Source: an optimization exercise on an open RTL-to-GDS flow (aim: small area and a short achievable clock period). Production flows keep margins and buffers that such runs may drop.
Function was not checked in any run shown here: the RTL went through the layout flow alone.
No activity file was given, so power comes from the tool's default toggle rates.

==> flow/design.v (outline; a module is shown in full before it is edited, if it fits) <==
// module pfx_nnp: 4 lines
// module pfx_nnp_g: 3 lines
// module pfx_npp_g: 3 lines
// module pfx_pnn_g: 3 lines
// module pfx_ppn: 4 lines
// module pfx_ppn_g: 3 lines
// module cpa: 282 lines
// module fa_m: 4 lines
// module ha_m: 4 lines
// module xor_m: 3 lines
// module and_m: 3 lines
// module xnor_m: 3 lines
// module xnor_or_m: 3 lines
// module muxi_m: 3 lines
// module adder_1: 295 lines
module adder_1 #(parameter DSIZE = 64)
            (
                in_a,
                in_b,
                in_c,
                in_d,
                sum,
                clk,
                rst_n
            );
  // ...
==> flow/flow/run.sh <==
#!/bin/bash
export BUFFER_PORTS_ARGS="-buffer_cell sky130_fd_sc_hd__buf_1"
bash standard.sh ABC_LOAD_IN_FF=3 finish > standard.log 2>&1
==> flow/standard.sh <==
#!/bin/bash
# synth_recipe.tcl (not shown) runs the flow's synth.tcl, then flattens the netlist and writes it again
# the make line also repeats each setting of config.mk as NAME=value (left out here)
make -C /OpenROAD-flow-scripts/flow DESIGN_CONFIG=/design/flow/config.mk WORK_HOME=/design/flow/orfs CLKGATE_MAP_FILE= SYNTH_SCRIPT=/design/flow/synth_recipe.tcl "${@:-finish}"
==> flow/config.mk <==
export PLATFORM = sky130hd
export DESIGN_NAME = adder_1
export DESIGN_NICKNAME = adder_1
export VERILOG_FILES = /design/flow/design.v
export SDC_FILE = /design/flow/constraint.sdc
export NUM_CORES = 4
export LEC_CHECK = 0
export CAP_MARGIN = 20
export CORE_MARGIN = 2
export CORE_UTILIZATION = 40
export CTS_BUF_LIST = sky130_fd_sc_hd__clkbuf_4 sky130_fd_sc_hd__clkbuf_8
export SETUP_SLACK_MARGIN = 2.1
export SLEW_MARGIN = 20
export SYNTH_HIERARCHICAL = 1
export SYNTH_MINIMUM_KEEP_SIZE = 0
==> flow/constraint.sdc <==
create_clock -name core_clock -period 4.0 [get_ports {clk}]
set_input_delay 0.8000 -clock core_clock [delete_from_list [all_inputs] [get_ports {clk}]]
set_output_delay 0.8000 -clock core_clock [all_outputs]
set_load 0.01 [all_outputs]
==> reports/results.ini, run 1 <==
[place]
post_dp_cell_area_um2 = 12400
place_congestion = 0.857

[synthesis]
synth_commonest_cells = dfrtp_1 (190), fa_1 (125), xor2_1 (113)
yosysMostFrequentCell = dfrtp_1
synth_top_family_by_area = adder cells
ys_warn_count = 7
syn_area_um2 = 10800

[power_and_ir_drop]
finalPower_mw = 8.28

[cells_and_area]
finalNonFillerCells = 1596
sh_seq_area_pct = 35.4
final_core_util_pct = 50.4
multi_input_area_share_pct = 48.0
diodes = 0
nNonClkBuffers = 338
reg.largest.list = pv_l x64, sum_l x64, gv_l x62

[grt]
grt_start_max_net_pins = 191

[sta]
hold_slack_ns = 0.355
tightest_slew_ns = 0.543
fin_ws_ns = 2.14

[setup_path]
critPathRequiredTime_ns = 4.38
critical_path.startpoint = pv_l[16]

[clock_network]
cts.clk_slew.worst_paths_ns = 0.11
htree_levels = 4

[hold_path]
hold_start = pv_l[1]

[routing]
route.layer.met1.wl_um = 11000

[status]
status = no timing/DRC/antenna violations

==> run 2: changes to the inputs <==
--- a/flow/config.mk
+++ b/flow/config.mk
@@ -10,5 +10,5 @@
 export CORE_UTILIZATION = 40
 export CTS_BUF_LIST = sky130_fd_sc_hd__clkbuf_4 sky130_fd_sc_hd__clkbuf_8
-export SETUP_SLACK_MARGIN = 2.1
+export SETUP_SLACK_MARGIN = 2.0
 export SLEW_MARGIN = 20
 export SYNTH_HIERARCHICAL = 1
==> run 2 against run 1 <==
Effect of this change: clock power is 5% higher; final cell count shrank 0.31%; non-clock buffer count shrank 5; hold slack lost 0.082 ns; die area stayed put; area after synthesis is the same; first-iteration DRC count is 24% higher; core utilization down 0.87 points; via count about the same; critical path type unchanged; largest cell class unchanged; largest power group unchanged; highest routed layer unchanged.
==> reports/results.ini, run 2 <==
[cells_and_area]
diodes = 0  ; unchanged
seqCellArea_um2 = 4760  ; about the same
multi_input_area_um2 = 6270  ; was 6470 um2
final_common_cell = buf_1  ; unchanged
areaGrowthSynthToFinish_pct = 22.9  ; was 25.1%
nNetsFinal = 1621  ; was 1626
finalNonFillerCells = 1591  ; was 1596
fillCellCount = 2525  ; was 2444
drive_above_1_share_pct = 8.80  ; was 13.1%
final_cell_mix = buf_1 (320), dfrtp_1 (188), fa_1 (124), xor2_1 (113), nand2_1 (72)  ; was buf_1 (319), dfrtp_1 (183), fa_1 (124), xor2_1 (113), nand2_1 (71)
reg.largest.list = pv_l x64, sum_l x64, gv_l x62  ; unchanged

[grt]
grt_start_max_net_pins = 91  ; was 191
grtUsageMet2_pct = 31.6  ; was 31.0%
grt_use_met3_pct = 4.11  ; was 3.81%
overflow = 0  ; unchanged
track_usage_pct = 18.4  ; was 18.3%
grt.busiest_layer = met2  ; unchanged
antenna_found_initial = 0  ; unchanged
grt_pass1_vias = 7820  ; was 8030
use_met1_pct = 24.2  ; about the same
grt_pass1_wl_um = 39500  ; was 39900 um

[synthesis]
synthCells = 887  ; unchanged
yosysSeqAreaShare_pct = 44.2  ; unchanged
ys_ff_latch = 190  ; unchanged
ys_async_sr_fraction_pct = 100  ; unchanged
ys_warn_count = 7  ; unchanged
yosysMostFrequentCell = dfrtp_1  ; unchanged
synth-edff-count = 0  ; unchanged
syn_nets = 1271  ; unchanged
synth_commonest_cells = dfrtp_1 (190), fa_1 (125), xor2_1 (113)  ; unchanged
syn_area_um2 = 10800  ; unchanged
avgSynthCellArea_um2 = 12.1  ; unchanged
yosysTopAreaCell = dfrtp_1  ; unchanged
synthDominantCellAreaShare_pct = 44.2  ; unchanged
synth_cell_types = 15  ; unchanged
ys.flop_type = dfrtp_1  ; unchanged
synth_area_leaders = dfrtp_1 (44%), fa_1 (23%), xor2_1 (9.2%), a21oi_1 (3.9%), and2_1 (3.6%)  ; unchanged

[routing]
vias = 7506  ; was 7512
drc = 0  ; unchanged
ant_nets = 0  ; unchanged
wirelength_um = 25400  ; was 25000 um
drt_iter0_drc = 355  ; was 286
routedWlPerCell_um = 16.0  ; was 15.7 um
vias_per_cell = 4.72  ; was 4.71
drtPass1Iterations = 5  ; was 4

[sta]
rsz0062_at_grt = yes  ; unchanged
setup_tns_ns = 0  ; unchanged
relSlewSlack_pct = 68.8  ; was 63.8%
final.setup_skew_ns = 0.0136  ; was 0.0185 ns
hold_violations = 0  ; unchanged
post-route-min-period_ns = 1.95  ; was 1.86 ns
setup_viol = 0  ; unchanged
tightest_slew_ns = 0.468  ; was 0.543 ns
maxSlewViolCount = 0  ; unchanged
timing.final.crit_share_pct = 48.8  ; was 46.4%
fmax_mhz = 513  ; was 539 MHz

[status]
status = no timing/DRC/antenna violations  ; unchanged

[setup_path]
critPathMaxFanout = 4  ; unchanged
timing_worst_setup_path_type = flop to flop  ; unchanged
critPathRequiredTime_ns = 4.40  ; was 4.38 ns
cp-start-kind = flop  ; unchanged
critPathCaptureType = flop  ; unchanged
arrival_ns = 2.35  ; was 2.23 ns

[clock_network]
htree_levels = 4  ; unchanged
cts.clk_slew.worst_paths_ns = 0.10  ; was 0.11 ns
cts_hold_buf = 0  ; unchanged
clock-sinks = 190  ; unchanged
clkLatencyLatePin_ns = 0.47  ; was 0.46 ns
cts_buffers = 17  ; unchanged
cts-root-buf = clkbuf_8  ; unchanged
cts_tree = yes  ; unchanged
cts_buffer_depth = 2  ; unchanged

[power_and_ir_drop]
sequentialPowerShare_pct = 39.4  ; was 38.9%
ir_worst_vdd_uv = 255  ; was 248 uV
pwr-share-clk_pct = 16.5  ; was 15.6%
power.density_nw_per_um2 = 618  ; was 614 nW/um2
p_sw_share_pct = 40.6  ; was 41.2%
leakage_nw = 5.29  ; was 5.32 nW
switchingPower_mw = 3.32  ; was 3.41 mW
internal_power_mw = 4.86  ; was 4.87 mW
p_comb_share_pct = 44.1  ; was 45.5%

[die]
core_area_um2 = 26700  ; unchanged
dieArea_um2 = 28300  ; unchanged
floorplan.initialDensity_pct = 40.3  ; unchanged
fp.dieH_um = 168  ; unchanged
rows = 60  ; unchanged
dieWidth_um = 168  ; unchanged
boundaryPins = 322  ; unchanged

[place]
io_buffer_count = 321  ; unchanged
placed_cells = 1549  ; was 1548
place_congestion = 0.883  ; was 0.857
dp_hpwl_um = 21300  ; was 20700 um

[hold_path]
hp-class = input pin to asynchronous set/reset pin  ; was flop to flop

[flow_run]
cap_violations = 0  ; unchanged

==> run 2: cell counts after synthesis <==
No cell type changed its count.
==> run 2: final cells by class <==
| class | count | share of cell area (%) |
|---|---|---|
| Timing Repair Buffer | 333 | 10.0 |
| Inverter | 10 | 0.284 |
| Clock inverter | 12 | 1.19 |
| Multi-Input combinational cell | 685 | 47.3 |
| Clock buffer | 20 | 2.03 |
| Tap cell | 341 | 3.22 |
| Sequential cell | 190 | 35.9 |
==> run 2: cells by family (layout without fill, tap and decap cells) <==
| group | Yosys count | count (layout) | synth area share [%] |
|---|---|---|---|
| mux | 30 | 30 | 2.79 |
| simple gates | 216 | 216 | 8.97 |
| xor+xnor | 158 | 158 | 13.0 |
| flops | 190 | 190 | 44.2 |
| compound gates | 155 | 155 | 7.20 |
| fa+ha+maj | 126 | 126 | 23.4 |
| buf+inv | 12 | 375 | 0.488 |
==> run 2: worst max-delay path, cell delays in order, from the launching register on <==
cell and delay (ns):
dfrtp_1 0.45, nand2_1 0.16, nor2_2 0.23, nand2_1 0.15
o21ai_4 0.28, a21oi_4 0.13, o21ai_2 0.26, mux2i_1 0.21
==> run 2: final timing paths <==
check,start,end,slack (ns),depth (start not counted)
setup / recovery,pv_l[4],sum_l[60],2.05,7
hold / removal,rst_n,sum_l[1],0.27,1
setup reg to reg,pv_l[4],sum_l[60],2.05,7
hold reg to reg,pv_l[1],sum_l[1],0.36,0
max in group asynchronous,rst_n,sum_l[32],2.91,2
min in group core_clock,pv_l[1],sum_l[1],0.36,0
==> run 2: per-module statistics from Yosys (local to each module, per instance), excerpt <==
module,cells,copies in the design,flip-flops and latches,cell area (um2)
and_m,1,62,0,6.26
pfx_npp_g,2,6,0,8.76
xnor_m,1,30,0,8.76
fa_m,1,125,0,20.0
muxi_m,1,30,0,10.0
adder_1,194,1,190,4810
xnor_or_m,2,30,0,12.5
pfx_pnn_g,2,4,0,8.76
pfx_nnp_g,1,14,0,5.00
cpa,34,1,0,295
pfx_ppn_g,1,7,0,5.00
xor_m,1,62,0,8.76
==> run 2: timing repair <==
| item | in CTS | in global routing |
|---|---|---|
| pin swaps | 1 | 3 |
| gates resized for setup | 28 | 46 |
| hold endpoints to repair | 0 | 0 |
| endpoints found under the setup margin | 40 | 36 |
| setup buffers | 2 | 8 |
==> run 2: metrics by stage <==
stage	setup WS [ns]	hold slack (ns)	cell area [um2]	power (mW)	util [%]
floorplan	1.89	0.417	10800	5.36	-
global placement	1.51	0.333	12400	6.53	46.5
detailed placement	1.36	0.337	12400	6.58	46.5
CTS	1.91	0.257	13000	8.09	48.7
global route	1.92	0.282	13200	8.81	49.5
finish	2.05	0.273	13200	8.18	49.5
==> run 2: layer usage <==
metal,share of wire [%],vias up,wire length [um]
li1,-,3561,-
met1,43,3703,11000
met2,50,229,12700
met3,6.0,13,1520
met4,0.81,0,205
met5,0,-,0
==> run 2: power groups by stage <==
stage / sequential [mW] / clock, mW / combinational, mW
floorplan: 3.29 / 0 / 2.08
global placement: 3.24 / 0 / 3.29
detailed placement: 3.25 / 0 / 3.34
global route: 3.32 / 1.50 / 3.99
finish: 3.22 / 1.35 / 3.60
CTS: 3.22 / 1.41 / 3.46

## port drivers added, routing unchanged
How much do the figures lean on ideal ports? The routed layouts below were timed once more, with nothing changed but the port constraints.
Step 1 sets driving cells, clkbuf_16 on the clock port and buf_2 on the other inputs (assumed; they add their load-dependent delay and slew).
Step 2 moves the port delays by t, midway between the first and last clock arrival at a register: inputs arrive t later, outputs are due t later. That takes back most of the time a late clock gives input paths.
Three values: ideal, step 1, step 2; two values: the first two.
run	t, ns	setup slack, ns	slew at the worst register clock pin (ns)
run 1	0.498	2.145 / 2.133 / 1.688	0.11 / 0.11
run 2	0.509	2.050 / 2.050 / 1.691	0.10 / 0.10
After both steps setup and hold are still met in every run listed. The setup slack of run 1, which loses most, moves by -0.012 ns with the drivers and by -0.457 ns with both steps.
